What follows belongs to an exercise in optimizing a design on an open flow for small area; a production flow would make more cautious choices.
Where RTL was checked, it was by simulation tests only, not by an equivalence proof against the original.
Only the layout flow was run in run 2; the RTL was not checked for function there.
Power is estimated from default activity; no workload was simulated.

==> flow/design.v, too long to show whole: its modules and the start of the top module <==
// module filter: 457 lines
// module bmac: 435 lines
// module fa: 4 lines
// module ha: 4 lines
module filter(
input                       clk,                          
input                       rst,                          
input                       fclk,                         
input[15:0]                rd_left_data,
input[15:0]                rd_right_data,
output[31:0]               tx_left_data,
output[31:0]               tx_right_data,
input[3:0]                 gain_one,
input[3:0]                 gain_two,
input[3:0]                 gain_thr,
input[3:0]                 gain_fou,
input[3:0]                 gain_fiv,
input[3:0]                 gain_six,
input[3:0]                 gain_sev
    );
  // ...
==> flow/flow/run.sh <==
#!/bin/bash
# Own layout flow: the standard ORFS flow (standard.sh, which runs the
# standard synthesis unchanged), with these changes to how the layout is made:
#  - the buffers that synthesis (abc) inserted are removed at floorplan
#    (REMOVE_ABC_BUFFERS), and every cell is swapped to the smallest cell of its
#    family (flow/downsize.tcl); placement's repair_design then re-buffers and
#    re-sizes where slew, capacitance or fanout need it;
#  - ports are buffered with the smallest buffer cell;
#  - clock tree synthesis uses clkbuf_4 with larger sink clusters and no dummy loads.
# ORFS keeps each step's full log in orfs/logs/; this script's output goes to run.log.
set -euo pipefail
exec > >(tee -a run.log) 2>&1
here=$(pwd)
export REMOVE_ABC_BUFFERS=1
export POST_FLOORPLAN_TCL="$here/flow/post_floorplan.tcl"
export BUFFER_PORTS_ARGS="-buffer_cell sky130_fd_sc_hd__buf_1"
export CTS_ARGS="-sink_clustering_enable -repair_clock_nets -dont_use_dummy_load -buf_list sky130_fd_sc_hd__clkbuf_4 -sink_clustering_size 10 -sink_clustering_max_diameter 40"
bash standard.sh
==> flow/flow/downsize.tcl <==
# Swap every standard cell to the smallest cell of its family (same function, same
# footprint name in the library), then let repair_design fix slew/cap/fanout.
proc my_downsize {} {
  set fam {}
  foreach lc [get_lib_cells sky130_fd_sc_hd__*] {
    set n [get_name $lc]
    if {![regexp {^(sky130_fd_sc_hd__[a-z0-9]+)_([0-9]+)$} $n -> base drv]} { continue }
    if {[get_property $lc dont_use]} { continue }
    set a [get_property $lc area]
    if {![dict exists $fam $base] || $a < [lindex [dict get $fam $base] 1]} { dict set fam $base [list $n $a] }
  }
  set cnt 0; set saved 0.0
  foreach inst [get_cells *] {
    set m [get_property $inst ref_name]
    if {![regexp {^(sky130_fd_sc_hd__[a-z0-9]+)_([0-9]+)$} $m -> base drv]} { continue }
    if {[string match "*tap*" $base] || [string match "*clkbuf*" $base] || [string match "*clkinv*" $base] || [string match "*conb*" $base]} { continue }
    if {![dict exists $fam $base]} { continue }
    lassign [dict get $fam $base] small sa
    if {$small ne $m} {
      set oa [get_property [get_lib_cells */$m] area]
      if {$sa < $oa} {
        replace_cell $inst $small
        incr cnt; set saved [expr $saved + $oa - $sa]
      }
    }
  }
  puts "my_downsize: swapped $cnt cells, saved $saved um2"
}
==> flow/flow/post_floorplan.tcl <==
# Sourced by ORFS at the end of the floorplan step (POST_FLOORPLAN_TCL).
source [file join [file dirname [info script]] downsize.tcl]
my_downsize
==> flow/standard.sh <==
#!/bin/bash
# synth_recipe.tcl (not shown) runs the flow's synth.tcl, then flattens the netlist and writes it again
# the make line also repeats each setting of config.mk as NAME=value (left out here)
make -C /OpenROAD-flow-scripts/flow DESIGN_CONFIG=/design/flow/config.mk WORK_HOME=/design/flow/orfs CLKGATE_MAP_FILE= SYNTH_SCRIPT=/design/flow/synth_recipe.tcl "${@:-finish}"
==> flow/config.mk <==
export PLATFORM = sky130hd
export DESIGN_NAME = filter
export DESIGN_NICKNAME = filter
export VERILOG_FILES = /design/flow/design.v
export SDC_FILE = /design/flow/constraint.sdc
export NUM_CORES = 4
export LEC_CHECK = 0
export CAP_MARGIN = 10
export CORE_MARGIN = 2
export CORE_UTILIZATION = 55
export PLACE_DENSITY = 0.65
export SLEW_MARGIN = 10
export SYNTH_HIERARCHICAL = 1
==> flow/constraint.sdc <==
create_clock -name core_clock -period 100.0 [get_ports {clk}]
set_input_delay 20.0000 -clock core_clock [delete_from_list [all_inputs] [get_ports {clk}]]
set_output_delay 20.0000 -clock core_clock [all_outputs]
set_load 0.01 [all_outputs]
==> impl_metrics.yaml, run 1 <==
outcome:
  status: "finished clean"
routing:
  wl_met2_um: 47000
  viasPerCell: 5.35
  drtIter0Drc: 2134
  first_pass_iters: 6
  wl_per_cell_um: 20.0
worst_setup_path:
  cpPeakStageDelay_ns: 0.46
  path_buf_inv: 2
  setup.worst_path.class: "in -> reg"
  crit_start: "gain_six[1]"
  critPathRequiredTime_ns: 101.02
  end_kind: "flip-flop"
  cp_top_family: "adder cells"
clock_tree:
  clk_pin_slew_ns: 0.10
  cts_setup_buffers: 0
  htree_levels: 4
  cts_tree: "done"
  clkSinkCount: 1608
  post_cts_resized: 0
logic_synthesis:
  synth-xor-area-share_pct: 4.96
  ys.flop_type: "dfxtp_1"
  yosysMostFrequentCell: "dfxtp_1"
  synthesis.area_mm2: 0.0554
  ys_types: 97
  synth_cells: 4023
  synth_fa_ha_area_share_pct: 13.3
  synth_top_family_by_area: "adder cells"
floorplanning:
  die_w_um: 321
  dieArea_mm2: 0.103
  die_y_um: 321
timing:
  slew_viol_final: 0
  maxSlewHeadroom_pct: 21.3
  final-setup-viol-count: 0
place:
  hpwl_um: 67900
global_routing:
  grt_pass1_vias: 29837
  globalRouteOverflowTotal: 0
pwr:
  power_clock_uw: 272
  swShare_pct: 26.3
  totalPowerFinal_mw: 1.11
cells_and_area:
  signal_buffers: 174
  finalNonFillerCells: 5368
  multi_input_area_share_pct: 34.4
  fin_area_mm2: 0.0558
  area_growth_pct: 0.648
  clock_buffers: 193
==> module filter, before the edit <==
module filter(
input                       clk,                          
input                       rst,                          
input                       fclk,                         
input[15:0]                rd_left_data,
input[15:0]                rd_right_data,
output[31:0]               tx_left_data,
output[31:0]               tx_right_data,
input[3:0]                 gain_one,
input[3:0]                 gain_two,
input[3:0]                 gain_thr,
input[3:0]                 gain_fou,
input[3:0]                 gain_fiv,
input[3:0]                 gain_six,
input[3:0]                 gain_sev
    );
integer i;
wire [15:0] in_l = rd_left_data;
wire [15:0] in_r = rd_right_data;
wire strobe = fclk & ~rst;
reg  [4:0] ph;           
reg        pend;         
reg        busy;         
reg  [2:0] band;         
reg        fin;          
reg  [1:0] xl;           
reg        dval;         
wire ph0  = (ph == 5'd0);
wire ph21 = (ph == 5'd21);
wire start = (strobe | pend) & ph21;
wire lastpass = busy & (band == 3'd5) & ph21;
always @(posedge clk)
  if (rst) begin
    ph <= 5'd0; pend <= 1'b0; busy <= 1'b0; band <= 3'd0; fin <= 1'b0; xl <= 2'd0; dval <= 1'b0;
  end else begin
    if (~(xl == 2'd3)) ph <= ph21 ? 5'd0 : ph + 5'd1;
    pend <= (pend | strobe) & ~start;
    fin <= lastpass;
    if (start) begin
      busy <= 1'b1; band <= 3'd0;
    end else if (busy & ph21) begin
      band <= band + 3'd1;
      if (band == 3'd5) busy <= 1'b0;
    end
    if (lastpass) xl <= 2'd1;
    else if ((xl != 2'd0) & ph21) xl <= xl + 2'd1;
    else if ((xl == 2'd3) & ph0) xl <= 2'd0;
    if (dload) dval <= 1'b1;
    else if (ph == 5'd17) dval <= 1'b0;
  end
wire a_splice = (xl != 2'd0);
wire b_insert = lastpass;
wire dload = (busy & ph0 & (band != 3'd0)) | fin;
wire dstep = (ph >= 5'd1) & (ph <= 5'd12);
wire dcorr = dval & (ph == 5'd13);
reg  [3:0] gdiv;         
always @(*)
  case (band)
    3'd1: gdiv = gain_one;
    3'd2: gdiv = gain_thr;
    3'd3: gdiv = gain_fou;
    3'd4: gdiv = gain_fiv;
    3'd5: gdiv = gain_six;
    default: gdiv = gain_sev;
  endcase
wire gbit = dval & (((ph == 5'd14) & gdiv[0]) | ((ph == 5'd15) & gdiv[1]) |
                    ((ph == 5'd16) & gdiv[2]) | ((ph == 5'd17) & gdiv[3]));
wire [14:0] gmask = {ph == 5'd17, ph >= 5'd16, ph >= 5'd15, 12'hfff};
reg  [14:0] coef;         
always @(*)
  casez ({band, ph})
    8'b00000000: coef = {1'b0, 14'sd0};
    8'b00000001: coef = {1'b0, 14'sd0};
    8'b00000010: coef = {1'b0, 14'sd1};
    8'b00000011: coef = {1'b0, 14'sd2};
    8'b00000100: coef = {1'b0, 14'sd3};
    8'b00000101: coef = {1'b0, 14'sd5};
    8'b00000110: coef = {1'b0, 14'sd9};
    8'b00000111: coef = {1'b0, 14'sd13};
    8'b00001000: coef = {1'b0, 14'sd19};
    8'b00001001: coef = {1'b0, 14'sd27};
    8'b00001010: coef = {1'b0, 14'sd36};
    8'b00001011: coef = {1'b0, 14'sd47};
    8'b00001100: coef = {1'b0, 14'sd59};
    8'b00001101: coef = {1'b0, 14'sd73};
    8'b00001110: coef = {1'b0, 14'sd87};
    8'b00001111: coef = {1'b0, 14'sd100};
    8'b0001?000: coef = {1'b0, 14'sd120};
    8'b0001?001: coef = {1'b0, 14'sd130};
    8'b0001?010: coef = {1'b0, 14'sd140};
    8'b0001?011: coef = {1'b0, 14'sd150};
    8'b0001?100: coef = {1'b0, 14'sd160};
    8'b0001?101: coef = {1'b0, 14'sd170};
    8'b00100000: coef = {1'b0, 14'sd0};
    8'b00100001: coef = {1'b0, 14'sd2};
    8'b00100010: coef = {1'b0, 14'sd4};
    8'b00100011: coef = {1'b0, 14'sd10};
    8'b00100100: coef = {1'b0, 14'sd19};
    8'b00100101: coef = {1'b0, 14'sd35};
    8'b00100110: coef = {1'b0, 14'sd58};
    8'b00100111: coef = {1'b0, 14'sd92};
    8'b00101000: coef = {1'b0, 14'sd140};
    8'b00101001: coef = {1'b0, 14'sd200};
    8'b00101010: coef = {1'b0, 14'sd270};
    8'b00101011: coef = {1'b0, 14'sd360};
    8'b00101100: coef = {1'b0, 14'sd470};
    8'b00101101: coef = {1'b0, 14'sd590};
    8'b00101110: coef = {1'b0, 14'sd710};
    8'b00101111: coef = {1'b0, 14'sd850};
    8'b0011?000: coef = {1'b0, 14'sd980};
    8'b0011?001: coef = {1'b0, 14'sd1110};
    8'b0011?010: coef = {1'b0, 14'sd1230};
    8'b0011?011: coef = {1'b0, 14'sd1320};
    8'b0011?100: coef = {1'b0, 14'sd1400};
    8'b0011?101: coef = {1'b0, 14'sd1440};
    8'b01000000: coef = {1'b0, -14'sd1};
    8'b01000001: coef = {1'b0, -14'sd4};
    8'b01000010: coef = {1'b0, -14'sd14};
    8'b01000011: coef = {1'b0, -14'sd32};
    8'b01000100: coef = {1'b0, -14'sd65};
    8'b01000101: coef = {1'b0, -14'sd110};
    8'b01000110: coef = {1'b0, -14'sd180};
    8'b01000111: coef = {1'b0, -14'sd260};
    8'b01001000: coef = {1'b0, -14'sd340};
    8'b01001001: coef = {1'b0, -14'sd400};
    8'b01001010: coef = {1'b0, -14'sd410};
    8'b01001011: coef = {1'b0, -14'sd330};
    8'b01001100: coef = {1'b0, -14'sd120};
    8'b01001101: coef = {1'b0, 14'sd230};
    8'b01001110: coef = {1'b0, 14'sd760};
    8'b01001111: coef = {1'b0, 14'sd1460};
    8'b0101?000: coef = {1'b0, 14'sd2290};
    8'b0101?001: coef = {1'b0, 14'sd3200};
    8'b0101?010: coef = {1'b0, 14'sd4130};
    8'b0101?011: coef = {1'b0, 14'sd4970};
    8'b0101?100: coef = {1'b0, 14'sd5650};
    8'b0101?101: coef = {1'b0, 14'sd6100};
    8'b01100000: coef = {1'b0, 14'sd1};
    8'b01100001: coef = {1'b0, 14'sd4};
    8'b01100010: coef = {1'b0, 14'sd10};
    8'b01100011: coef = {1'b0, 14'sd14};
    8'b01100100: coef = {1'b0, 14'sd10};
    8'b01100101: coef = {1'b0, -14'sd2};
    8'b01100110: coef = {1'b0, 14'sd0};
    8'b01100111: coef = {1'b0, 14'sd55};
    8'b01101000: coef = {1'b0, 14'sd200};
    8'b01101001: coef = {1'b0, 14'sd420};
    8'b01101010: coef = {1'b0, 14'sd580};
    8'b01101011: coef = {1'b0, 14'sd440};
    8'b01101100: coef = {1'b0, -14'sd270};
    8'b01101101: coef = {1'b0, -14'sd1680};
    8'b01101110: coef = {1'b0, -14'sd3600};
    8'b01101111: coef = {1'b0, -14'sd5440};
    8'b0111?000: coef = {1'b0, -14'sd6320};
    8'b0111?001: coef = {1'b0, -14'sd5450};
    8'b0111?010: coef = {1'b0, -14'sd2490};
    8'b0111?011: coef = {1'b0, 14'sd2110};
    8'b0111?100: coef = {1'b0, 14'sd7130};
    8'b0111?101: coef = {1'b1, 14'sd5515};
    8'b1?000000: coef = {1'b0, -14'sd1};
    8'b1?000001: coef = {1'b0, -14'sd2};
    8'b1?000010: coef = {1'b0, 14'sd3};
    8'b1?000011: coef = {1'b0, 14'sd17};
    8'b1?000100: coef = {1'b0, 14'sd24};
    8'b1?000101: coef = {1'b0, 14'sd8};
    8'b1?000110: coef = {1'b0, 14'sd0};
    8'b1?000111: coef = {1'b0, 14'sd65};
    8'b1?001000: coef = {1'b0, 14'sd160};
    8'b1?001001: coef = {1'b0, 14'sd29};
    8'b1?001010: coef = {1'b0, -14'sd580};
    8'b1?001011: coef = {1'b0, -14'sd1350};
    8'b1?001100: coef = {1'b0, -14'sd1270};
    8'b1?001101: coef = {1'b0, 14'sd590};
    8'b1?001110: coef = {1'b0, 14'sd3600};
    8'b1?001111: coef = {1'b0, 14'sd5160};
    8'b1?01?000: coef = {1'b0, 14'sd2620};
    8'b1?01?001: coef = {1'b0, -14'sd3650};
    8'b1?01?010: coef = {1'b1, -14'sd4640};
    8'b1?01?011: coef = {1'b1, -14'sd4485};
    8'b1?01?100: coef = {1'b0, -14'sd1530};
    8'b1?01?101: coef = {1'b0, 14'sd8110};
    8'b1?100000: coef = {1'b0, 14'sd0};
    8'b1?100001: coef = {1'b0, 14'sd2};
    8'b1?100010: coef = {1'b0, 14'sd0};
    8'b1?100011: coef = {1'b0, -14'sd19};
    8'b1?100100: coef = {1'b0, -14'sd34};
    8'b1?100101: coef = {1'b0, 14'sd37};
    8'b1?100110: coef = {1'b0, 14'sd180};
    8'b1?100111: coef = {1'b0, 14'sd120};
    8'b1?101000: coef = {1'b0, -14'sd360};
    8'b1?101001: coef = {1'b0, -14'sd730};
    8'b1?101010: coef = {1'b0, 14'sd0};
    8'b1?101011: coef = {1'b0, 14'sd1500};
    8'b1?101100: coef = {1'b0, 14'sd1550};
    8'b1?101101: coef = {1'b0, -14'sd1090};
    8'b1?101110: coef = {1'b0, -14'sd3600};
    8'b1?101111: coef = {1'b0, -14'sd1690};
    8'b1?11?000: coef = {1'b0, 14'sd3700};
    8'b1?11?001: coef = {1'b0, 14'sd5590};
    8'b1?11?010: coef = {1'b0, 14'sd0};
    8'b1?11?011: coef = {1'b0, -14'sd6870};
    8'b1?11?100: coef = {1'b0, -14'sd5600};
    8'b1?11?101: coef = {1'b0, 14'sd3150};
    default: coef = 15'd0;
  endcase
wire dbl = coef[14];
wire [6:0] one, two, neg;
assign one[0] = coef[0] ^ 1'b0;
assign two[0] = (coef[1] & ~coef[0] & ~1'b0) | (~coef[1] & coef[0] & 1'b0);
assign neg[0] = coef[1];
assign one[1] = coef[2] ^ coef[1];
assign two[1] = (coef[3] & ~coef[2] & ~coef[1]) | (~coef[3] & coef[2] & coef[1]);
assign neg[1] = coef[3];
assign one[2] = coef[4] ^ coef[3];
assign two[2] = (coef[5] & ~coef[4] & ~coef[3]) | (~coef[5] & coef[4] & coef[3]);
assign neg[2] = coef[5];
assign one[3] = coef[6] ^ coef[5];
assign two[3] = (coef[7] & ~coef[6] & ~coef[5]) | (~coef[7] & coef[6] & coef[5]);
assign neg[3] = coef[7];
assign one[4] = coef[8] ^ coef[7];
assign two[4] = (coef[9] & ~coef[8] & ~coef[7]) | (~coef[9] & coef[8] & coef[7]);
assign neg[4] = coef[9];
assign one[5] = coef[10] ^ coef[9];
assign two[5] = (coef[11] & ~coef[10] & ~coef[9]) | (~coef[11] & coef[10] & coef[9]);
assign neg[5] = coef[11];
assign one[6] = coef[12] ^ coef[11];
assign two[6] = (coef[13] & ~coef[12] & ~coef[11]) | (~coef[13] & coef[12] & coef[11]);
assign neg[6] = coef[13];
reg  [15:0] ra_l [0:21];    
reg  [15:0] rb_l [0:21];    
reg  [15:0] y_l;            
always @(posedge clk) begin
  for (i = 1; i < 22; i = i + 1) begin
    ra_l[i] <= ra_l[i-1];
    rb_l[i] <= rb_l[i-1];
  end
  ra_l[0] <= a_splice ? y_l : ra_l[21];
  rb_l[0] <= b_insert ? ra_l[21] : rb_l[21];
  if (strobe)        y_l <= in_l;
  else if (a_splice) y_l <= ra_l[21];
end
wire [15:0] av_l = (ph == 5'd0) ? y_l : ra_l[0];
wire [15:0] bv_l = rb_l[0];
wire pa_l_s0, pa_l_c0;
fa pa_l_fa0 (.a(av_l[0]), .b(bv_l[0]), .c(1'b0), .s(pa_l_s0), .co(pa_l_c0));
wire pa_l_s1, pa_l_c1;
fa pa_l_fa1 (.a(av_l[1]), .b(bv_l[1]), .c(pa_l_c0), .s(pa_l_s1), .co(pa_l_c1));
wire pa_l_s2, pa_l_c2;
fa pa_l_fa2 (.a(av_l[2]), .b(bv_l[2]), .c(pa_l_c1), .s(pa_l_s2), .co(pa_l_c2));
wire pa_l_s3, pa_l_c3;
fa pa_l_fa3 (.a(av_l[3]), .b(bv_l[3]), .c(pa_l_c2), .s(pa_l_s3), .co(pa_l_c3));
wire pa_l_s4, pa_l_c4;
fa pa_l_fa4 (.a(av_l[4]), .b(bv_l[4]), .c(pa_l_c3), .s(pa_l_s4), .co(pa_l_c4));
wire pa_l_s5, pa_l_c5;
fa pa_l_fa5 (.a(av_l[5]), .b(bv_l[5]), .c(pa_l_c4), .s(pa_l_s5), .co(pa_l_c5));
wire pa_l_s6, pa_l_c6;
fa pa_l_fa6 (.a(av_l[6]), .b(bv_l[6]), .c(pa_l_c5), .s(pa_l_s6), .co(pa_l_c6));
wire pa_l_s7, pa_l_c7;
fa pa_l_fa7 (.a(av_l[7]), .b(bv_l[7]), .c(pa_l_c6), .s(pa_l_s7), .co(pa_l_c7));
wire pa_l_s8, pa_l_c8;
fa pa_l_fa8 (.a(av_l[8]), .b(bv_l[8]), .c(pa_l_c7), .s(pa_l_s8), .co(pa_l_c8));
wire pa_l_s9, pa_l_c9;
fa pa_l_fa9 (.a(av_l[9]), .b(bv_l[9]), .c(pa_l_c8), .s(pa_l_s9), .co(pa_l_c9));
wire pa_l_s10, pa_l_c10;
fa pa_l_fa10 (.a(av_l[10]), .b(bv_l[10]), .c(pa_l_c9), .s(pa_l_s10), .co(pa_l_c10));
wire pa_l_s11, pa_l_c11;
fa pa_l_fa11 (.a(av_l[11]), .b(bv_l[11]), .c(pa_l_c10), .s(pa_l_s11), .co(pa_l_c11));
wire pa_l_s12, pa_l_c12;
fa pa_l_fa12 (.a(av_l[12]), .b(bv_l[12]), .c(pa_l_c11), .s(pa_l_s12), .co(pa_l_c12));
wire pa_l_s13, pa_l_c13;
fa pa_l_fa13 (.a(av_l[13]), .b(bv_l[13]), .c(pa_l_c12), .s(pa_l_s13), .co(pa_l_c13));
wire pa_l_s14, pa_l_c14;
fa pa_l_fa14 (.a(av_l[14]), .b(bv_l[14]), .c(pa_l_c13), .s(pa_l_s14), .co(pa_l_c14));
wire pa_l_s15, pa_l_c15;
fa pa_l_fa15 (.a(av_l[15]), .b(bv_l[15]), .c(pa_l_c14), .s(pa_l_s15), .co(pa_l_c15));
wire [16:0] p_l = {av_l[15] ^ bv_l[15] ^ pa_l_c15, pa_l_s15, pa_l_s14, pa_l_s13, pa_l_s12, pa_l_s11, pa_l_s10, pa_l_s9, pa_l_s8, pa_l_s7, pa_l_s6, pa_l_s5, pa_l_s4, pa_l_s3, pa_l_s2, pa_l_s1, pa_l_s0};
wire [17:0] pd_l = dbl ? {p_l, 1'b0} : {p_l[16], p_l};
reg  [31:0] acc_l;
wire [31:0] sum_l;
bmac m_l (.p(pd_l), .one(one), .two(two), .neg(neg), .acc((ph == 5'd0) ? 32'd2865233920 : acc_l), .sum(sum_l));
always @(posedge clk) acc_l <= sum_l;
reg         sg_l;     
reg         z_l;      
reg  [11:0] rr_l;     
reg  [11:0] nq_l;     
wire [12:0] tt_l = {rr_l, nq_l[11] ^ (sg_l & dstep)};
wire [12:0] td_l = tt_l + 13'd5067;    
wire        ge_l = dstep & (tt_l >= 13'd3125);
wire [11:0] ld_l = acc_l[31:20] ^ {12{acc_l[31]}};
always @(posedge clk) begin
  if (dload) begin
    sg_l <= acc_l[31];
    z_l  <= acc_l[31] & (acc_l[7:0] == 8'd0);
  end
  rr_l <= dload ? ld_l : (ge_l ? td_l[11:0] : tt_l[11:0]);
  nq_l <= dload ? acc_l[19:8] : {nq_l[10:0], ge_l};
end
wire        corr_l = dcorr & z_l & (rr_l == 12'd3124);
wire [14:0] win_l = {rr_l[3:0], nq_l[11:1]} & gmask;
wire [14:0] ad_l = corr_l ? {11'd0, gdiv} : (gbit ? win_l : 15'd0);
wire        sx_l = sg_l & (dcorr | gbit);
reg  [18:0] o_l;
wire oa_l_s0, oa_l_c0;
fa oa_l_fa0 (.a(o_l[0]), .b((ad_l[0] ^ sx_l)), .c(sx_l), .s(oa_l_s0), .co(oa_l_c0));
wire oa_l_s1, oa_l_c1;
fa oa_l_fa1 (.a(o_l[1]), .b((ad_l[1] ^ sx_l)), .c(oa_l_c0), .s(oa_l_s1), .co(oa_l_c1));
wire oa_l_s2, oa_l_c2;
fa oa_l_fa2 (.a(o_l[2]), .b((ad_l[2] ^ sx_l)), .c(oa_l_c1), .s(oa_l_s2), .co(oa_l_c2));
wire oa_l_s3, oa_l_c3;
fa oa_l_fa3 (.a(o_l[3]), .b((ad_l[3] ^ sx_l)), .c(oa_l_c2), .s(oa_l_s3), .co(oa_l_c3));
wire oa_l_s4, oa_l_c4;
fa oa_l_fa4 (.a(o_l[4]), .b((ad_l[4] ^ sx_l)), .c(oa_l_c3), .s(oa_l_s4), .co(oa_l_c4));
wire oa_l_s5, oa_l_c5;
fa oa_l_fa5 (.a(o_l[5]), .b((ad_l[5] ^ sx_l)), .c(oa_l_c4), .s(oa_l_s5), .co(oa_l_c5));
wire oa_l_s6, oa_l_c6;
fa oa_l_fa6 (.a(o_l[6]), .b((ad_l[6] ^ sx_l)), .c(oa_l_c5), .s(oa_l_s6), .co(oa_l_c6));
wire oa_l_s7, oa_l_c7;
fa oa_l_fa7 (.a(o_l[7]), .b((ad_l[7] ^ sx_l)), .c(oa_l_c6), .s(oa_l_s7), .co(oa_l_c7));
wire oa_l_s8, oa_l_c8;
fa oa_l_fa8 (.a(o_l[8]), .b((ad_l[8] ^ sx_l)), .c(oa_l_c7), .s(oa_l_s8), .co(oa_l_c8));
wire oa_l_s9, oa_l_c9;
fa oa_l_fa9 (.a(o_l[9]), .b((ad_l[9] ^ sx_l)), .c(oa_l_c8), .s(oa_l_s9), .co(oa_l_c9));
wire oa_l_s10, oa_l_c10;
fa oa_l_fa10 (.a(o_l[10]), .b((ad_l[10] ^ sx_l)), .c(oa_l_c9), .s(oa_l_s10), .co(oa_l_c10));
wire oa_l_s11, oa_l_c11;
fa oa_l_fa11 (.a(o_l[11]), .b((ad_l[11] ^ sx_l)), .c(oa_l_c10), .s(oa_l_s11), .co(oa_l_c11));
wire oa_l_s12, oa_l_c12;
fa oa_l_fa12 (.a(o_l[12]), .b((ad_l[12] ^ sx_l)), .c(oa_l_c11), .s(oa_l_s12), .co(oa_l_c12));
wire oa_l_s13, oa_l_c13;
fa oa_l_fa13 (.a(o_l[13]), .b((ad_l[13] ^ sx_l)), .c(oa_l_c12), .s(oa_l_s13), .co(oa_l_c13));
wire oa_l_s14, oa_l_c14;
fa oa_l_fa14 (.a(o_l[14]), .b((ad_l[14] ^ sx_l)), .c(oa_l_c13), .s(oa_l_s14), .co(oa_l_c14));
wire oa_l_s15, oa_l_c15;
fa oa_l_fa15 (.a(o_l[15]), .b(sx_l), .c(oa_l_c14), .s(oa_l_s15), .co(oa_l_c15));
wire oa_l_s16, oa_l_c16;
fa oa_l_fa16 (.a(o_l[16]), .b(sx_l), .c(oa_l_c15), .s(oa_l_s16), .co(oa_l_c16));
wire oa_l_s17, oa_l_c17;
fa oa_l_fa17 (.a(o_l[17]), .b(sx_l), .c(oa_l_c16), .s(oa_l_s17), .co(oa_l_c17));
wire oa_l_s18, oa_l_c18;
fa oa_l_fa18 (.a(o_l[18]), .b(sx_l), .c(oa_l_c17), .s(oa_l_s18), .co(oa_l_c18));
always @(posedge clk) o_l <= strobe ? 19'd0 : {oa_l_s18, oa_l_s17, oa_l_s16, oa_l_s15, oa_l_s14, oa_l_s13, oa_l_s12, oa_l_s11, oa_l_s10, oa_l_s9, oa_l_s8, oa_l_s7, oa_l_s6, oa_l_s5, oa_l_s4, oa_l_s3, oa_l_s2, oa_l_s1, oa_l_s0};
reg  [15:0] ra_r [0:21];    
reg  [15:0] rb_r [0:21];    
reg  [15:0] y_r;            
always @(posedge clk) begin
  for (i = 1; i < 22; i = i + 1) begin
    ra_r[i] <= ra_r[i-1];
    rb_r[i] <= rb_r[i-1];
  end
  ra_r[0] <= a_splice ? y_r : ra_r[21];
  rb_r[0] <= b_insert ? ra_r[21] : rb_r[21];
  if (strobe)        y_r <= in_r;
  else if (a_splice) y_r <= ra_r[21];
end
wire [15:0] av_r = (ph == 5'd0) ? y_r : ra_r[0];
wire [15:0] bv_r = rb_r[0];
wire pa_r_s0, pa_r_c0;
fa pa_r_fa0 (.a(av_r[0]), .b(bv_r[0]), .c(1'b0), .s(pa_r_s0), .co(pa_r_c0));
wire pa_r_s1, pa_r_c1;
fa pa_r_fa1 (.a(av_r[1]), .b(bv_r[1]), .c(pa_r_c0), .s(pa_r_s1), .co(pa_r_c1));
wire pa_r_s2, pa_r_c2;
fa pa_r_fa2 (.a(av_r[2]), .b(bv_r[2]), .c(pa_r_c1), .s(pa_r_s2), .co(pa_r_c2));
wire pa_r_s3, pa_r_c3;
fa pa_r_fa3 (.a(av_r[3]), .b(bv_r[3]), .c(pa_r_c2), .s(pa_r_s3), .co(pa_r_c3));
wire pa_r_s4, pa_r_c4;
fa pa_r_fa4 (.a(av_r[4]), .b(bv_r[4]), .c(pa_r_c3), .s(pa_r_s4), .co(pa_r_c4));
wire pa_r_s5, pa_r_c5;
fa pa_r_fa5 (.a(av_r[5]), .b(bv_r[5]), .c(pa_r_c4), .s(pa_r_s5), .co(pa_r_c5));
wire pa_r_s6, pa_r_c6;
fa pa_r_fa6 (.a(av_r[6]), .b(bv_r[6]), .c(pa_r_c5), .s(pa_r_s6), .co(pa_r_c6));
wire pa_r_s7, pa_r_c7;
fa pa_r_fa7 (.a(av_r[7]), .b(bv_r[7]), .c(pa_r_c6), .s(pa_r_s7), .co(pa_r_c7));
wire pa_r_s8, pa_r_c8;
fa pa_r_fa8 (.a(av_r[8]), .b(bv_r[8]), .c(pa_r_c7), .s(pa_r_s8), .co(pa_r_c8));
wire pa_r_s9, pa_r_c9;
fa pa_r_fa9 (.a(av_r[9]), .b(bv_r[9]), .c(pa_r_c8), .s(pa_r_s9), .co(pa_r_c9));
wire pa_r_s10, pa_r_c10;
fa pa_r_fa10 (.a(av_r[10]), .b(bv_r[10]), .c(pa_r_c9), .s(pa_r_s10), .co(pa_r_c10));
wire pa_r_s11, pa_r_c11;
fa pa_r_fa11 (.a(av_r[11]), .b(bv_r[11]), .c(pa_r_c10), .s(pa_r_s11), .co(pa_r_c11));
wire pa_r_s12, pa_r_c12;
fa pa_r_fa12 (.a(av_r[12]), .b(bv_r[12]), .c(pa_r_c11), .s(pa_r_s12), .co(pa_r_c12));
wire pa_r_s13, pa_r_c13;
fa pa_r_fa13 (.a(av_r[13]), .b(bv_r[13]), .c(pa_r_c12), .s(pa_r_s13), .co(pa_r_c13));
wire pa_r_s14, pa_r_c14;
fa pa_r_fa14 (.a(av_r[14]), .b(bv_r[14]), .c(pa_r_c13), .s(pa_r_s14), .co(pa_r_c14));
wire pa_r_s15, pa_r_c15;
fa pa_r_fa15 (.a(av_r[15]), .b(bv_r[15]), .c(pa_r_c14), .s(pa_r_s15), .co(pa_r_c15));
wire [16:0] p_r = {av_r[15] ^ bv_r[15] ^ pa_r_c15, pa_r_s15, pa_r_s14, pa_r_s13, pa_r_s12, pa_r_s11, pa_r_s10, pa_r_s9, pa_r_s8, pa_r_s7, pa_r_s6, pa_r_s5, pa_r_s4, pa_r_s3, pa_r_s2, pa_r_s1, pa_r_s0};
wire [17:0] pd_r = dbl ? {p_r, 1'b0} : {p_r[16], p_r};
reg  [31:0] acc_r;
wire [31:0] sum_r;
bmac m_r (.p(pd_r), .one(one), .two(two), .neg(neg), .acc((ph == 5'd0) ? 32'd2865233920 : acc_r), .sum(sum_r));
always @(posedge clk) acc_r <= sum_r;
reg         sg_r;     
reg         z_r;      
reg  [11:0] rr_r;     
reg  [11:0] nq_r;     
wire [12:0] tt_r = {rr_r, nq_r[11] ^ (sg_r & dstep)};
wire [12:0] td_r = tt_r + 13'd5067;    
wire        ge_r = dstep & (tt_r >= 13'd3125);
wire [11:0] ld_r = acc_r[31:20] ^ {12{acc_r[31]}};
always @(posedge clk) begin
  if (dload) begin
    sg_r <= acc_r[31];
    z_r  <= acc_r[31] & (acc_r[7:0] == 8'd0);
  end
  rr_r <= dload ? ld_r : (ge_r ? td_r[11:0] : tt_r[11:0]);
  nq_r <= dload ? acc_r[19:8] : {nq_r[10:0], ge_r};
end
wire        corr_r = dcorr & z_r & (rr_r == 12'd3124);
wire [14:0] win_r = {rr_r[3:0], nq_r[11:1]} & gmask;
wire [14:0] ad_r = corr_r ? {11'd0, gdiv} : (gbit ? win_r : 15'd0);
wire        sx_r = sg_r & (dcorr | gbit);
reg  [18:0] o_r;
wire oa_r_s0, oa_r_c0;
fa oa_r_fa0 (.a(o_r[0]), .b((ad_r[0] ^ sx_r)), .c(sx_r), .s(oa_r_s0), .co(oa_r_c0));
wire oa_r_s1, oa_r_c1;
fa oa_r_fa1 (.a(o_r[1]), .b((ad_r[1] ^ sx_r)), .c(oa_r_c0), .s(oa_r_s1), .co(oa_r_c1));
wire oa_r_s2, oa_r_c2;
fa oa_r_fa2 (.a(o_r[2]), .b((ad_r[2] ^ sx_r)), .c(oa_r_c1), .s(oa_r_s2), .co(oa_r_c2));
wire oa_r_s3, oa_r_c3;
fa oa_r_fa3 (.a(o_r[3]), .b((ad_r[3] ^ sx_r)), .c(oa_r_c2), .s(oa_r_s3), .co(oa_r_c3));
wire oa_r_s4, oa_r_c4;
fa oa_r_fa4 (.a(o_r[4]), .b((ad_r[4] ^ sx_r)), .c(oa_r_c3), .s(oa_r_s4), .co(oa_r_c4));
wire oa_r_s5, oa_r_c5;
fa oa_r_fa5 (.a(o_r[5]), .b((ad_r[5] ^ sx_r)), .c(oa_r_c4), .s(oa_r_s5), .co(oa_r_c5));
wire oa_r_s6, oa_r_c6;
fa oa_r_fa6 (.a(o_r[6]), .b((ad_r[6] ^ sx_r)), .c(oa_r_c5), .s(oa_r_s6), .co(oa_r_c6));
wire oa_r_s7, oa_r_c7;
fa oa_r_fa7 (.a(o_r[7]), .b((ad_r[7] ^ sx_r)), .c(oa_r_c6), .s(oa_r_s7), .co(oa_r_c7));
wire oa_r_s8, oa_r_c8;
fa oa_r_fa8 (.a(o_r[8]), .b((ad_r[8] ^ sx_r)), .c(oa_r_c7), .s(oa_r_s8), .co(oa_r_c8));
wire oa_r_s9, oa_r_c9;
fa oa_r_fa9 (.a(o_r[9]), .b((ad_r[9] ^ sx_r)), .c(oa_r_c8), .s(oa_r_s9), .co(oa_r_c9));
wire oa_r_s10, oa_r_c10;
fa oa_r_fa10 (.a(o_r[10]), .b((ad_r[10] ^ sx_r)), .c(oa_r_c9), .s(oa_r_s10), .co(oa_r_c10));
wire oa_r_s11, oa_r_c11;
fa oa_r_fa11 (.a(o_r[11]), .b((ad_r[11] ^ sx_r)), .c(oa_r_c10), .s(oa_r_s11), .co(oa_r_c11));
wire oa_r_s12, oa_r_c12;
fa oa_r_fa12 (.a(o_r[12]), .b((ad_r[12] ^ sx_r)), .c(oa_r_c11), .s(oa_r_s12), .co(oa_r_c12));
wire oa_r_s13, oa_r_c13;
fa oa_r_fa13 (.a(o_r[13]), .b((ad_r[13] ^ sx_r)), .c(oa_r_c12), .s(oa_r_s13), .co(oa_r_c13));
wire oa_r_s14, oa_r_c14;
fa oa_r_fa14 (.a(o_r[14]), .b((ad_r[14] ^ sx_r)), .c(oa_r_c13), .s(oa_r_s14), .co(oa_r_c14));
wire oa_r_s15, oa_r_c15;
fa oa_r_fa15 (.a(o_r[15]), .b(sx_r), .c(oa_r_c14), .s(oa_r_s15), .co(oa_r_c15));
wire oa_r_s16, oa_r_c16;
fa oa_r_fa16 (.a(o_r[16]), .b(sx_r), .c(oa_r_c15), .s(oa_r_s16), .co(oa_r_c16));
wire oa_r_s17, oa_r_c17;
fa oa_r_fa17 (.a(o_r[17]), .b(sx_r), .c(oa_r_c16), .s(oa_r_s17), .co(oa_r_c17));
wire oa_r_s18, oa_r_c18;
fa oa_r_fa18 (.a(o_r[18]), .b(sx_r), .c(oa_r_c17), .s(oa_r_s18), .co(oa_r_c18));
always @(posedge clk) o_r <= strobe ? 19'd0 : {oa_r_s18, oa_r_s17, oa_r_s16, oa_r_s15, oa_r_s14, oa_r_s13, oa_r_s12, oa_r_s11, oa_r_s10, oa_r_s9, oa_r_s8, oa_r_s7, oa_r_s6, oa_r_s5, oa_r_s4, oa_r_s3, oa_r_s2, oa_r_s1, oa_r_s0};
assign tx_left_data  = {{13{o_l[18]}}, o_l};
assign tx_right_data = {{13{o_r[18]}}, o_r};
endmodule
==> inputs of run 2 (changes only) <==
--- a/flow/design.v
+++ b/flow/design.v
@@ -20,189 +20,208 @@
 wire strobe = fclk & ~rst;
 reg  [4:0] ph;           
 reg        pend;         
-reg        busy;         
-reg  [2:0] band;         
+reg  [5:0] bh;           
 reg        fin;          
-reg  [1:0] xl;           
+reg        xact;         
 reg        dval;         
 wire ph0  = (ph == 5'd0);
 wire ph21 = (ph == 5'd21);
 wire start = (strobe | pend) & ph21;
-wire lastpass = busy & (band == 3'd5) & ph21;
+wire busy = |bh;         
+wire lastpass = bh[5] & ph21;
 always @(posedge clk)
   if (rst) begin
-    ph <= 5'd0; pend <= 1'b0; busy <= 1'b0; band <= 3'd0; fin <= 1'b0; xl <= 2'd0; dval <= 1'b0;
+    ph <= 5'd0; pend <= 1'b0; bh <= 6'd0; fin <= 1'b0; xact <= 1'b0; dval <= 1'b0;
   end else begin
-    if (~(xl == 2'd3)) ph <= ph21 ? 5'd0 : ph + 5'd1;
+    ph <= ph21 ? 5'd0 : ph + 5'd1;
     pend <= (pend | strobe) & ~start;
     fin <= lastpass;
-    if (start) begin
-      busy <= 1'b1; band <= 3'd0;
-    end else if (busy & ph21) begin
-      band <= band + 3'd1;
-      if (band == 3'd5) busy <= 1'b0;
-    end
-    if (lastpass) xl <= 2'd1;
-    else if ((xl != 2'd0) & ph21) xl <= xl + 2'd1;
-    else if ((xl == 2'd3) & ph0) xl <= 2'd0;
+    if (start) bh <= 6'd1;
+    else if (ph21) bh <= {bh[4:0], 1'b0};
+    if (lastpass) xact <= 1'b1;
+    else if (ph21) xact <= 1'b0;
     if (dload) dval <= 1'b1;
     else if (ph == 5'd17) dval <= 1'b0;
   end
-wire a_splice = (xl != 2'd0);
-wire b_insert = lastpass;
-wire dload = (busy & ph0 & (band != 3'd0)) | fin;
+wire a_splice = xact;
+wire b_bypass = lastpass | (xact & (ph <= 5'd19));
+wire b_insert = xact & (ph == 5'd20);
+wire dload = (busy & ph0 & ~bh[0]) | fin;
 wire dstep = (ph >= 5'd1) & (ph <= 5'd12);
 wire dcorr = dval & (ph == 5'd13);
-reg  [3:0] gdiv;         
-always @(*)
-  case (band)
-    3'd1: gdiv = gain_one;
-    3'd2: gdiv = gain_thr;
-    3'd3: gdiv = gain_fou;
-    3'd4: gdiv = gain_fiv;
-    3'd5: gdiv = gain_six;
-    default: gdiv = gain_sev;
-  endcase
+wire [3:0] gdiv = ({4{bh[1]}} & gain_one) | ({4{bh[2]}} & gain_thr) | ({4{bh[3]}} & gain_fou) |
+                  ({4{bh[4]}} & gain_fiv) | ({4{bh[5]}} & gain_six) | ({4{~busy}} & gain_sev);
 wire gbit = dval & (((ph == 5'd14) & gdiv[0]) | ((ph == 5'd15) & gdiv[1]) |
                     ((ph == 5'd16) & gdiv[2]) | ((ph == 5'd17) & gdiv[3]));
 wire [14:0] gmask = {ph == 5'd17, ph >= 5'd16, ph >= 5'd15, 12'hfff};
-reg  [14:0] coef;         
+reg  [14:0] cb0;     
+always @(*)
+  casez (ph)
+    5'b00000: cb0 = {1'b0, 14'sd0};
+    5'b00001: cb0 = {1'b0, 14'sd0};
+    5'b00010: cb0 = {1'b0, 14'sd1};
+    5'b00011: cb0 = {1'b0, 14'sd2};
+    5'b00100: cb0 = {1'b0, 14'sd3};
+    5'b00101: cb0 = {1'b0, 14'sd5};
+    5'b00110: cb0 = {1'b0, 14'sd9};
+    5'b00111: cb0 = {1'b0, 14'sd13};
+    5'b01000: cb0 = {1'b0, 14'sd19};
+    5'b01001: cb0 = {1'b0, 14'sd27};
+    5'b01010: cb0 = {1'b0, 14'sd36};
+    5'b01011: cb0 = {1'b0, 14'sd47};
+    5'b01100: cb0 = {1'b0, 14'sd59};
+    5'b01101: cb0 = {1'b0, 14'sd73};
+    5'b01110: cb0 = {1'b0, 14'sd87};
+    5'b01111: cb0 = {1'b0, 14'sd100};
+    5'b1?000: cb0 = {1'b0, 14'sd120};
+    5'b1?001: cb0 = {1'b0, 14'sd130};
+    5'b1?010: cb0 = {1'b0, 14'sd140};
+    5'b1?011: cb0 = {1'b0, 14'sd150};
+    5'b1?100: cb0 = {1'b0, 14'sd160};
+    5'b1?101: cb0 = {1'b0, 14'sd170};
+    default: cb0 = 15'd0;
+  endcase
+reg  [14:0] cb1;     
+always @(*)
+  casez (ph)
+    5'b00000: cb1 = {1'b0, 14'sd0};
+    5'b00001: cb1 = {1'b0, 14'sd2};
+    5'b00010: cb1 = {1'b0, 14'sd4};
+    5'b00011: cb1 = {1'b0, 14'sd10};
+    5'b00100: cb1 = {1'b0, 14'sd19};
+    5'b00101: cb1 = {1'b0, 14'sd35};
+    5'b00110: cb1 = {1'b0, 14'sd58};
+    5'b00111: cb1 = {1'b0, 14'sd92};
+    5'b01000: cb1 = {1'b0, 14'sd140};
+    5'b01001: cb1 = {1'b0, 14'sd200};
+    5'b01010: cb1 = {1'b0, 14'sd270};
+    5'b01011: cb1 = {1'b0, 14'sd360};
+    5'b01100: cb1 = {1'b0, 14'sd470};
+    5'b01101: cb1 = {1'b0, 14'sd590};
+    5'b01110: cb1 = {1'b0, 14'sd710};
+    5'b01111: cb1 = {1'b0, 14'sd850};
+    5'b1?000: cb1 = {1'b0, 14'sd980};
+    5'b1?001: cb1 = {1'b0, 14'sd1110};
+    5'b1?010: cb1 = {1'b0, 14'sd1230};
+    5'b1?011: cb1 = {1'b0, 14'sd1320};
+    5'b1?100: cb1 = {1'b0, 14'sd1400};
+    5'b1?101: cb1 = {1'b0, 14'sd1440};
+    default: cb1 = 15'd0;
+  endcase
+reg  [14:0] cb2;     
+always @(*)
+  casez (ph)
+    5'b00000: cb2 = {1'b0, -14'sd1};
+    5'b00001: cb2 = {1'b0, -14'sd4};
+    5'b00010: cb2 = {1'b0, -14'sd14};
+    5'b00011: cb2 = {1'b0, -14'sd32};
+    5'b00100: cb2 = {1'b0, -14'sd65};
+    5'b00101: cb2 = {1'b0, -14'sd110};
+    5'b00110: cb2 = {1'b0, -14'sd180};
+    5'b00111: cb2 = {1'b0, -14'sd260};
+    5'b01000: cb2 = {1'b0, -14'sd340};
+    5'b01001: cb2 = {1'b0, -14'sd400};
+    5'b01010: cb2 = {1'b0, -14'sd410};
+    5'b01011: cb2 = {1'b0, -14'sd330};
+    5'b01100: cb2 = {1'b0, -14'sd120};
+    5'b01101: cb2 = {1'b0, 14'sd230};
+    5'b01110: cb2 = {1'b0, 14'sd760};
+    5'b01111: cb2 = {1'b0, 14'sd1460};
+    5'b1?000: cb2 = {1'b0, 14'sd2290};
+    5'b1?001: cb2 = {1'b0, 14'sd3200};
+    5'b1?010: cb2 = {1'b0, 14'sd4130};
+    5'b1?011: cb2 = {1'b0, 14'sd4970};
+    5'b1?100: cb2 = {1'b0, 14'sd5650};
+    5'b1?101: cb2 = {1'b0, 14'sd6100};
+    default: cb2 = 15'd0;
+  endcase
+reg  [14:0] cb3;     
+always @(*)
+  casez (ph)
+    5'b00000: cb3 = {1'b0, 14'sd1};
+    5'b00001: cb3 = {1'b0, 14'sd4};
+    5'b00010: cb3 = {1'b0, 14'sd10};
+    5'b00011: cb3 = {1'b0, 14'sd14};
+    5'b00100: cb3 = {1'b0, 14'sd10};
+    5'b00101: cb3 = {1'b0, -14'sd2};
+    5'b00110: cb3 = {1'b0, 14'sd0};
+    5'b00111: cb3 = {1'b0, 14'sd55};
+    5'b01000: cb3 = {1'b0, 14'sd200};
+    5'b01001: cb3 = {1'b0, 14'sd420};
+    5'b01010: cb3 = {1'b0, 14'sd580};
+    5'b01011: cb3 = {1'b0, 14'sd440};
+    5'b01100: cb3 = {1'b0, -14'sd270};
+    5'b01101: cb3 = {1'b0, -14'sd1680};
+    5'b01110: cb3 = {1'b0, -14'sd3600};
+    5'b01111: cb3 = {1'b0, -14'sd5440};
+    5'b1?000: cb3 = {1'b0, -14'sd6320};
+    5'b1?001: cb3 = {1'b0, -14'sd5450};
+    5'b1?010: cb3 = {1'b0, -14'sd2490};
+    5'b1?011: cb3 = {1'b0, 14'sd2110};
+    5'b1?100: cb3 = {1'b0, 14'sd7130};
+    5'b1?101: cb3 = {1'b1, 14'sd5515};
+    default: cb3 = 15'd0;
+  endcase
+reg  [14:0] cb4;     
+always @(*)
+  casez (ph)
+    5'b00000: cb4 = {1'b0, -14'sd1};
+    5'b00001: cb4 = {1'b0, -14'sd2};
+    5'b00010: cb4 = {1'b0, 14'sd3};
+    5'b00011: cb4 = {1'b0, 14'sd17};
+    5'b00100: cb4 = {1'b0, 14'sd24};
+    5'b00101: cb4 = {1'b0, 14'sd8};
+    5'b00110: cb4 = {1'b0, 14'sd0};
+    5'b00111: cb4 = {1'b0, 14'sd65};
+    5'b01000: cb4 = {1'b0, 14'sd160};
+    5'b01001: cb4 = {1'b0, 14'sd29};
+    5'b01010: cb4 = {1'b0, -14'sd580};
+    5'b01011: cb4 = {1'b0, -14'sd1350};
+    5'b01100: cb4 = {1'b0, -14'sd1270};
+    5'b01101: cb4 = {1'b0, 14'sd590};
+    5'b01110: cb4 = {1'b0, 14'sd3600};
+    5'b01111: cb4 = {1'b0, 14'sd5160};
+    5'b1?000: cb4 = {1'b0, 14'sd2620};
+    5'b1?001: cb4 = {1'b0, -14'sd3650};
+    5'b1?010: cb4 = {1'b1, -14'sd4640};
+    5'b1?011: cb4 = {1'b1, -14'sd4485};
+    5'b1?100: cb4 = {1'b0, -14'sd1530};
+    5'b1?101: cb4 = {1'b0, 14'sd8110};
+    default: cb4 = 15'd0;
+  endcase
+reg  [14:0] cb5;     
 always @(*)
-  casez ({band, ph})
-    8'b00000000: coef = {1'b0, 14'sd0};
-    8'b00000001: coef = {1'b0, 14'sd0};
-    8'b00000010: coef = {1'b0, 14'sd1};
-    8'b00000011: coef = {1'b0, 14'sd2};
-    8'b00000100: coef = {1'b0, 14'sd3};
-    8'b00000101: coef = {1'b0, 14'sd5};
-    8'b00000110: coef = {1'b0, 14'sd9};
-    8'b00000111: coef = {1'b0, 14'sd13};
-    8'b00001000: coef = {1'b0, 14'sd19};
-    8'b00001001: coef = {1'b0, 14'sd27};
-    8'b00001010: coef = {1'b0, 14'sd36};
-    8'b00001011: coef = {1'b0, 14'sd47};
-    8'b00001100: coef = {1'b0, 14'sd59};
-    8'b00001101: coef = {1'b0, 14'sd73};
-    8'b00001110: coef = {1'b0, 14'sd87};
-    8'b00001111: coef = {1'b0, 14'sd100};
-    8'b0001?000: coef = {1'b0, 14'sd120};
-    8'b0001?001: coef = {1'b0, 14'sd130};
-    8'b0001?010: coef = {1'b0, 14'sd140};
-    8'b0001?011: coef = {1'b0, 14'sd150};
-    8'b0001?100: coef = {1'b0, 14'sd160};
-    8'b0001?101: coef = {1'b0, 14'sd170};
-    8'b00100000: coef = {1'b0, 14'sd0};
-    8'b00100001: coef = {1'b0, 14'sd2};
-    8'b00100010: coef = {1'b0, 14'sd4};
-    8'b00100011: coef = {1'b0, 14'sd10};
-    8'b00100100: coef = {1'b0, 14'sd19};
-    8'b00100101: coef = {1'b0, 14'sd35};
-    8'b00100110: coef = {1'b0, 14'sd58};
-    8'b00100111: coef = {1'b0, 14'sd92};
-    8'b00101000: coef = {1'b0, 14'sd140};
-    8'b00101001: coef = {1'b0, 14'sd200};
-    8'b00101010: coef = {1'b0, 14'sd270};
-    8'b00101011: coef = {1'b0, 14'sd360};
-    8'b00101100: coef = {1'b0, 14'sd470};
-    8'b00101101: coef = {1'b0, 14'sd590};
-    8'b00101110: coef = {1'b0, 14'sd710};
-    8'b00101111: coef = {1'b0, 14'sd850};
-    8'b0011?000: coef = {1'b0, 14'sd980};
-    8'b0011?001: coef = {1'b0, 14'sd1110};
-    8'b0011?010: coef = {1'b0, 14'sd1230};
-    8'b0011?011: coef = {1'b0, 14'sd1320};
-    8'b0011?100: coef = {1'b0, 14'sd1400};
-    8'b0011?101: coef = {1'b0, 14'sd1440};
-    8'b01000000: coef = {1'b0, -14'sd1};
-    8'b01000001: coef = {1'b0, -14'sd4};
-    8'b01000010: coef = {1'b0, -14'sd14};
-    8'b01000011: coef = {1'b0, -14'sd32};
-    8'b01000100: coef = {1'b0, -14'sd65};
-    8'b01000101: coef = {1'b0, -14'sd110};
-    8'b01000110: coef = {1'b0, -14'sd180};
-    8'b01000111: coef = {1'b0, -14'sd260};
-    8'b01001000: coef = {1'b0, -14'sd340};
-    8'b01001001: coef = {1'b0, -14'sd400};
-    8'b01001010: coef = {1'b0, -14'sd410};
-    8'b01001011: coef = {1'b0, -14'sd330};
-    8'b01001100: coef = {1'b0, -14'sd120};
-    8'b01001101: coef = {1'b0, 14'sd230};
-    8'b01001110: coef = {1'b0, 14'sd760};
-    8'b01001111: coef = {1'b0, 14'sd1460};
-    8'b0101?000: coef = {1'b0, 14'sd2290};
-    8'b0101?001: coef = {1'b0, 14'sd3200};
-    8'b0101?010: coef = {1'b0, 14'sd4130};
-    8'b0101?011: coef = {1'b0, 14'sd4970};
-    8'b0101?100: coef = {1'b0, 14'sd5650};
-    8'b0101?101: coef = {1'b0, 14'sd6100};
-    8'b01100000: coef = {1'b0, 14'sd1};
-    8'b01100001: coef = {1'b0, 14'sd4};
-    8'b01100010: coef = {1'b0, 14'sd10};
-    8'b01100011: coef = {1'b0, 14'sd14};
-    8'b01100100: coef = {1'b0, 14'sd10};
-    8'b01100101: coef = {1'b0, -14'sd2};
-    8'b01100110: coef = {1'b0, 14'sd0};
-    8'b01100111: coef = {1'b0, 14'sd55};
-    8'b01101000: coef = {1'b0, 14'sd200};
-    8'b01101001: coef = {1'b0, 14'sd420};
-    8'b01101010: coef = {1'b0, 14'sd580};
-    8'b01101011: coef = {1'b0, 14'sd440};
-    8'b01101100: coef = {1'b0, -14'sd270};
-    8'b01101101: coef = {1'b0, -14'sd1680};
-    8'b01101110: coef = {1'b0, -14'sd3600};
-    8'b01101111: coef = {1'b0, -14'sd5440};
-    8'b0111?000: coef = {1'b0, -14'sd6320};
-    8'b0111?001: coef = {1'b0, -14'sd5450};
-    8'b0111?010: coef = {1'b0, -14'sd2490};
-    8'b0111?011: coef = {1'b0, 14'sd2110};
-    8'b0111?100: coef = {1'b0, 14'sd7130};
-    8'b0111?101: coef = {1'b1, 14'sd5515};
-    8'b1?000000: coef = {1'b0, -14'sd1};
-    8'b1?000001: coef = {1'b0, -14'sd2};
-    8'b1?000010: coef = {1'b0, 14'sd3};
-    8'b1?000011: coef = {1'b0, 14'sd17};
-    8'b1?000100: coef = {1'b0, 14'sd24};
-    8'b1?000101: coef = {1'b0, 14'sd8};
-    8'b1?000110: coef = {1'b0, 14'sd0};
-    8'b1?000111: coef = {1'b0, 14'sd65};
-    8'b1?001000: coef = {1'b0, 14'sd160};
-    8'b1?001001: coef = {1'b0, 14'sd29};
-    8'b1?001010: coef = {1'b0, -14'sd580};
-    8'b1?001011: coef = {1'b0, -14'sd1350};
-    8'b1?001100: coef = {1'b0, -14'sd1270};
-    8'b1?001101: coef = {1'b0, 14'sd590};
-    8'b1?001110: coef = {1'b0, 14'sd3600};
-    8'b1?001111: coef = {1'b0, 14'sd5160};
-    8'b1?01?000: coef = {1'b0, 14'sd2620};
-    8'b1?01?001: coef = {1'b0, -14'sd3650};
-    8'b1?01?010: coef = {1'b1, -14'sd4640};
-    8'b1?01?011: coef = {1'b1, -14'sd4485};
-    8'b1?01?100: coef = {1'b0, -14'sd1530};
-    8'b1?01?101: coef = {1'b0, 14'sd8110};
-    8'b1?100000: coef = {1'b0, 14'sd0};
-    8'b1?100001: coef = {1'b0, 14'sd2};
-    8'b1?100010: coef = {1'b0, 14'sd0};
-    8'b1?100011: coef = {1'b0, -14'sd19};
-    8'b1?100100: coef = {1'b0, -14'sd34};
-    8'b1?100101: coef = {1'b0, 14'sd37};
-    8'b1?100110: coef = {1'b0, 14'sd180};
-    8'b1?100111: coef = {1'b0, 14'sd120};
-    8'b1?101000: coef = {1'b0, -14'sd360};
-    8'b1?101001: coef = {1'b0, -14'sd730};
-    8'b1?101010: coef = {1'b0, 14'sd0};
-    8'b1?101011: coef = {1'b0, 14'sd1500};
-    8'b1?101100: coef = {1'b0, 14'sd1550};
-    8'b1?101101: coef = {1'b0, -14'sd1090};
-    8'b1?101110: coef = {1'b0, -14'sd3600};
-    8'b1?101111: coef = {1'b0, -14'sd1690};
-    8'b1?11?000: coef = {1'b0, 14'sd3700};
-    8'b1?11?001: coef = {1'b0, 14'sd5590};
-    8'b1?11?010: coef = {1'b0, 14'sd0};
-    8'b1?11?011: coef = {1'b0, -14'sd6870};
-    8'b1?11?100: coef = {1'b0, -14'sd5600};
-    8'b1?11?101: coef = {1'b0, 14'sd3150};
-    default: coef = 15'd0;
+  casez (ph)
+    5'b00000: cb5 = {1'b0, 14'sd0};
+    5'b00001: cb5 = {1'b0, 14'sd2};
+    5'b00010: cb5 = {1'b0, 14'sd0};
+    5'b00011: cb5 = {1'b0, -14'sd19};
+    5'b00100: cb5 = {1'b0, -14'sd34};
+    5'b00101: cb5 = {1'b0, 14'sd37};
+    5'b00110: cb5 = {1'b0, 14'sd180};
+    5'b00111: cb5 = {1'b0, 14'sd120};
+    5'b01000: cb5 = {1'b0, -14'sd360};
+    5'b01001: cb5 = {1'b0, -14'sd730};
+    5'b01010: cb5 = {1'b0, 14'sd0};
+    5'b01011: cb5 = {1'b0, 14'sd1500};
+    5'b01100: cb5 = {1'b0, 14'sd1550};
+    5'b01101: cb5 = {1'b0, -14'sd1090};
+    5'b01110: cb5 = {1'b0, -14'sd3600};
+    5'b01111: cb5 = {1'b0, -14'sd1690};
+    5'b1?000: cb5 = {1'b0, 14'sd3700};
+    5'b1?001: cb5 = {1'b0, 14'sd5590};
+    5'b1?010: cb5 = {1'b0, 14'sd0};
+    5'b1?011: cb5 = {1'b0, -14'sd6870};
+    5'b1?100: cb5 = {1'b0, -14'sd5600};
+    5'b1?101: cb5 = {1'b0, 14'sd3150};
+    default: cb5 = 15'd0;
   endcase
+wire [14:0] coef = ({15{bh[0]}} & cb0) |
+                  ({15{bh[1]}} & cb1) |
+                  ({15{bh[2]}} & cb2) |
+                  ({15{bh[3]}} & cb3) |
+                  ({15{bh[4]}} & cb4) |
+                  ({15{bh[5]}} & cb5);
 wire dbl = coef[14];
 wire [6:0] one, two, neg;
 assign one[0] = coef[0] ^ 1'b0;
@@ -235,7 +254,7 @@
     rb_l[i] <= rb_l[i-1];
   end
   ra_l[0] <= a_splice ? y_l : ra_l[21];
-  rb_l[0] <= b_insert ? ra_l[21] : rb_l[21];
+  rb_l[0] <= b_insert ? ra_l[20] : (b_bypass ? rb_l[20] : rb_l[21]);
   if (strobe)        y_l <= in_l;
   else if (a_splice) y_l <= ra_l[21];
 end
@@ -348,7 +367,7 @@
     rb_r[i] <= rb_r[i-1];
   end
   ra_r[0] <= a_splice ? y_r : ra_r[21];
-  rb_r[0] <= b_insert ? ra_r[21] : rb_r[21];
+  rb_r[0] <= b_insert ? ra_r[20] : (b_bypass ? rb_r[20] : rb_r[21]);
   if (strobe)        y_r <= in_r;
   else if (a_splice) y_r <= ra_r[21];
 end
==> impl_metrics.yaml, run 2 <==
pwr:
  totalPowerFinal_mw: 1.07
  power.leakage_nw: 22.5
  ir_worst_vdd_v: 0.0000162
  power_density_mw_per_mm2: 19.1
logic_synthesis:
  yosysMostFrequentCell: "dfxtp_1"
  synthesis.area_mm2: 0.0555
  synth_top_area_share_pct: 56.8
  async_flop_share_pct: 0
  avgSynthCellArea_um2: 13.9
  synth_edf_count: 36
  ys_types: 96
  synthTopCellsByCount: "dfxtp_1, fa_1, xnor2_1"
  ys_ff_latch: 1609
  synth_cells: 4003
  synth.yosys.seq_area_share_pct: 58.7
  synthTopCellsByArea: "dfxtp_1, fa_1, a22oi_2"
  ys.flop_type: "dfxtp_1"
  ys_warn_count: 11
  synth_area_leader_cell: "dfxtp_1"
floorplanning:
  die_w_um: 322
  initial_core_util_pct: 55.5
  ios: 127
  fp.coreArea_mm2: 0.100
  dieArea_mm2: 0.103
  die_y_um: 322
  row_count: 116
cells_and_area:
  regArea_mm2: 0.0326
  drive_gt1_share_pct: 10.8
  layout_common_cells: "dfxtp_1, fa_1, xnor2_1, a22oi_1, nand2_1"
  fin_util_pct: 55.8
  area_growth_pct: 0.720
  final_common_cell: "dfxtp_1"
  final_nets: 4478
  fin_area_mm2: 0.0558
  multiInputGateArea_mm2: 0.0192
  fillers: 8305
worst_setup_path:
  arrival_ns: 29.83
  cpPeakStageDelay_ns: 0.47
  end_kind: "flip-flop"
  setup.worst_path.class: "in -> reg"
  rr_startpoint: "ph[0]"
  worst-path-max-fanout: 13
  reg2reg_slack_ns: 72.15
  crit_top_cell: "fa_1"
  cp_top_family: "adder cells"
  start_kind: "input port"
  critPathSlowestCell: "fa_1"
  critPathRequiredTime_ns: 101.01
  path_buf_inv: 3
  reg2reg_to: "acc_l[31]"
  ff2ff_path_depth: 65
timing:
  hold_viol: 0
  fin_crit_sh_pct: 28.8
  fin_tns_setup_ns: 0
  rsz0062_at_grt: "false"
  slew_viol_final: 0
  fmax_mhz: 34.7
  skew_ns: 0.126
  whs_ns: 0.261
  fin_crit_ns: 28.82
  worstMarginPinSlew_ns: 1.21
  maxSlewHeadroom_pct: 19.0
  final-setup-viol-count: 0
clock_tree:
  cts_hold_buffers: 0
  clock_latency_ns: 1.16
  post_cts_resized: 0
  cts_made_buffers: 197
  ctsLongestPathBuffers: 3
  cts_setup_buffers: 0
  clkSinkCount: 1609
  cts_root_buf: "clkbuf_4"
  clk_pin_slew_ns: 0.09
  htree_levels: 4
  cts_tree: "done"
routing:
  ant_nets: 0
  drc: 0
  viasPerCell: 5.36
  wl_per_cell_um: 20.0
  dr_total_vias: 28678
  drtIter0Drc: 2091
  wl_um: 107000
  first_pass_iters: 6
place:
  hpwl_um: 66600
  finalWeightedCongestion: 0.938
  placed_cell_area_mm2: 0.0544
  port_buffers: 122
job:
  drv_cap: 0
global_routing:
  grt_max_degree: 57
  grt_util_all_layers_pct: 21.4
  globalRouteOverflowTotal: 0
  antenna_found_initial: 3
  grt_pass1_vias: 29745
  grt_pass1_wl_um: 171000
min_path:
  min_path_type: "reg -> reg"
  min_from: "ra_l[10][0]"
  hold_depth: 0
  whs_endpoint: "ra_l[11][0]"
outcome:
  status: "finished clean"
==> run 2: cell count changes after synthesis, sizes merged, moves of 12 or more <==
| cell | previous run | this run |
|---|---|---|
| a22o | 19 | 7 |
| buf | 242 | 268 |
| clkbuf | 87 | 69 |
| mux2i | 15 | 61 |
| nand2 | 258 | 217 |
| nand3b | 21 | 4 |
| nor2 | 73 | 61 |
| nor3 | 30 | 14 |
| o21ai | 87 | 133 |
| o22ai | 20 | 5 |
| xnor2 | 268 | 281 |
==> run 2: per-stage QoR <==
step | cells | worst slack, ns
6_report | 5348 | 71.18
5_1_grt | 5345 | 70.89
4_1_cts | 5342 | 71.31
3_3_place_gp | 5145 | 70.14
3_5_place_dp | 5145 | 70.03
2_1_floorplan | 3667 | 68.99
==> run 2: routing by layer <==
layer,track usage [%],up-vias,routed length (µm)
li1,-,13296,-
met1,29.6,14079,47800
met2,32.5,1017,47800
met3,4.22,284,7020
met4,9.84,2,4330
met5,0,-,13
==> run 2: where the power goes <==
group / internal [mW] / switching (mW)
sequential: 0.662 / 0.0193
clock: 0.0902 / 0.185
combinational: 0.0449 / 0.0664
total: 0.797 / 0.270
==> run 2: cell type report <==
| class | count | share of cell area (%) |
|---|---|---|
| clock buffer | 197 | 2.65 |
| multi-input combinational | 2029 | 34.3 |
| inverter | 29 | 0.195 |
| sequential | 1609 | 58.3 |
| timing repair buffer | 180 | 1.60 |
| antenna | 6 | 0.0269 |
| tap | 1298 | 2.91 |
==> run 2: cell families after synthesis <==
logic type	Yosys count	synth area share [%]
other	1	0.00676
AOI/OAI and AO/OA	601	9.79
buffers and inverters	366	4.70
adders and majority gates	369	13.0
muxes	188	3.68
and+or+nand+nor	549	4.99
DFF	1609	58.7
xor gates and xnor gates	320	5.05
==> run 2: how the worst max path moves through the flow <==
stage / startpoint / to / slack, ns / cells after the start
after detailed placement: gain_one[0] / o_r[18] / 70.03 / 29
after CTS: gain_one[0] / o_r[18] / 71.31 / 29
after floorplan: ph[2] / acc_l[31] / 68.99 / 61
final: gain_one[2] / o_r[18] / 71.18 / 29
after global routing: gain_one[0] / o_r[18] / 70.89 / 29
after global placement: gain_one[0] / o_r[18] / 70.14 / 29
==> run 2: Yosys stat by module, one instance, submodules excluded <==
module / area [µm²] / flip-flops and latches / cells / copies in the design
fa: 20.0 / 0 / 1 / 348
ha: 12.5 / 0 / 1 / 14
bmac: 3570 / 0 / 358 / 2
filter: 41200 / 1609 / 2925 / 1

what the ideal ports hide:
In the flow no input, the clock included, has a driving cell. The finished layouts below were timed again as built, in two steps.
Step 1 sets driving cells, clkbuf_16 on the clock port and buf_2 on the other inputs (assumed; they add their load-dependent delay and slew).
Step 2 adds t to the input delays and takes it off the output delays; t is the mean of the earliest and latest rising clock arrival at the registers after step 1. Input paths then give back, and output paths get back, about the clock's delay inside the block.
Three values: no drivers, after step 1, after step 2; two values: the first two.
run | t (ns) | setup WS [ns] | worst setup path after step 2 | latest minus earliest clock arrival (ns) | cell pins on the clock port's net
run 1 | 1.107 | 71.183 / 71.221 / 70.113 | input to register | 0.149 / 0.149 | 1
run 2 | 1.153 | 71.180 / 71.221 / 70.067 | input to register | 0.153 / 0.153 | 1
After both steps every run listed still meets setup and hold. For run 2, which loses most, drivers alone change the setup slack by +0.041 ns; drivers and shift together by -1.113 ns.
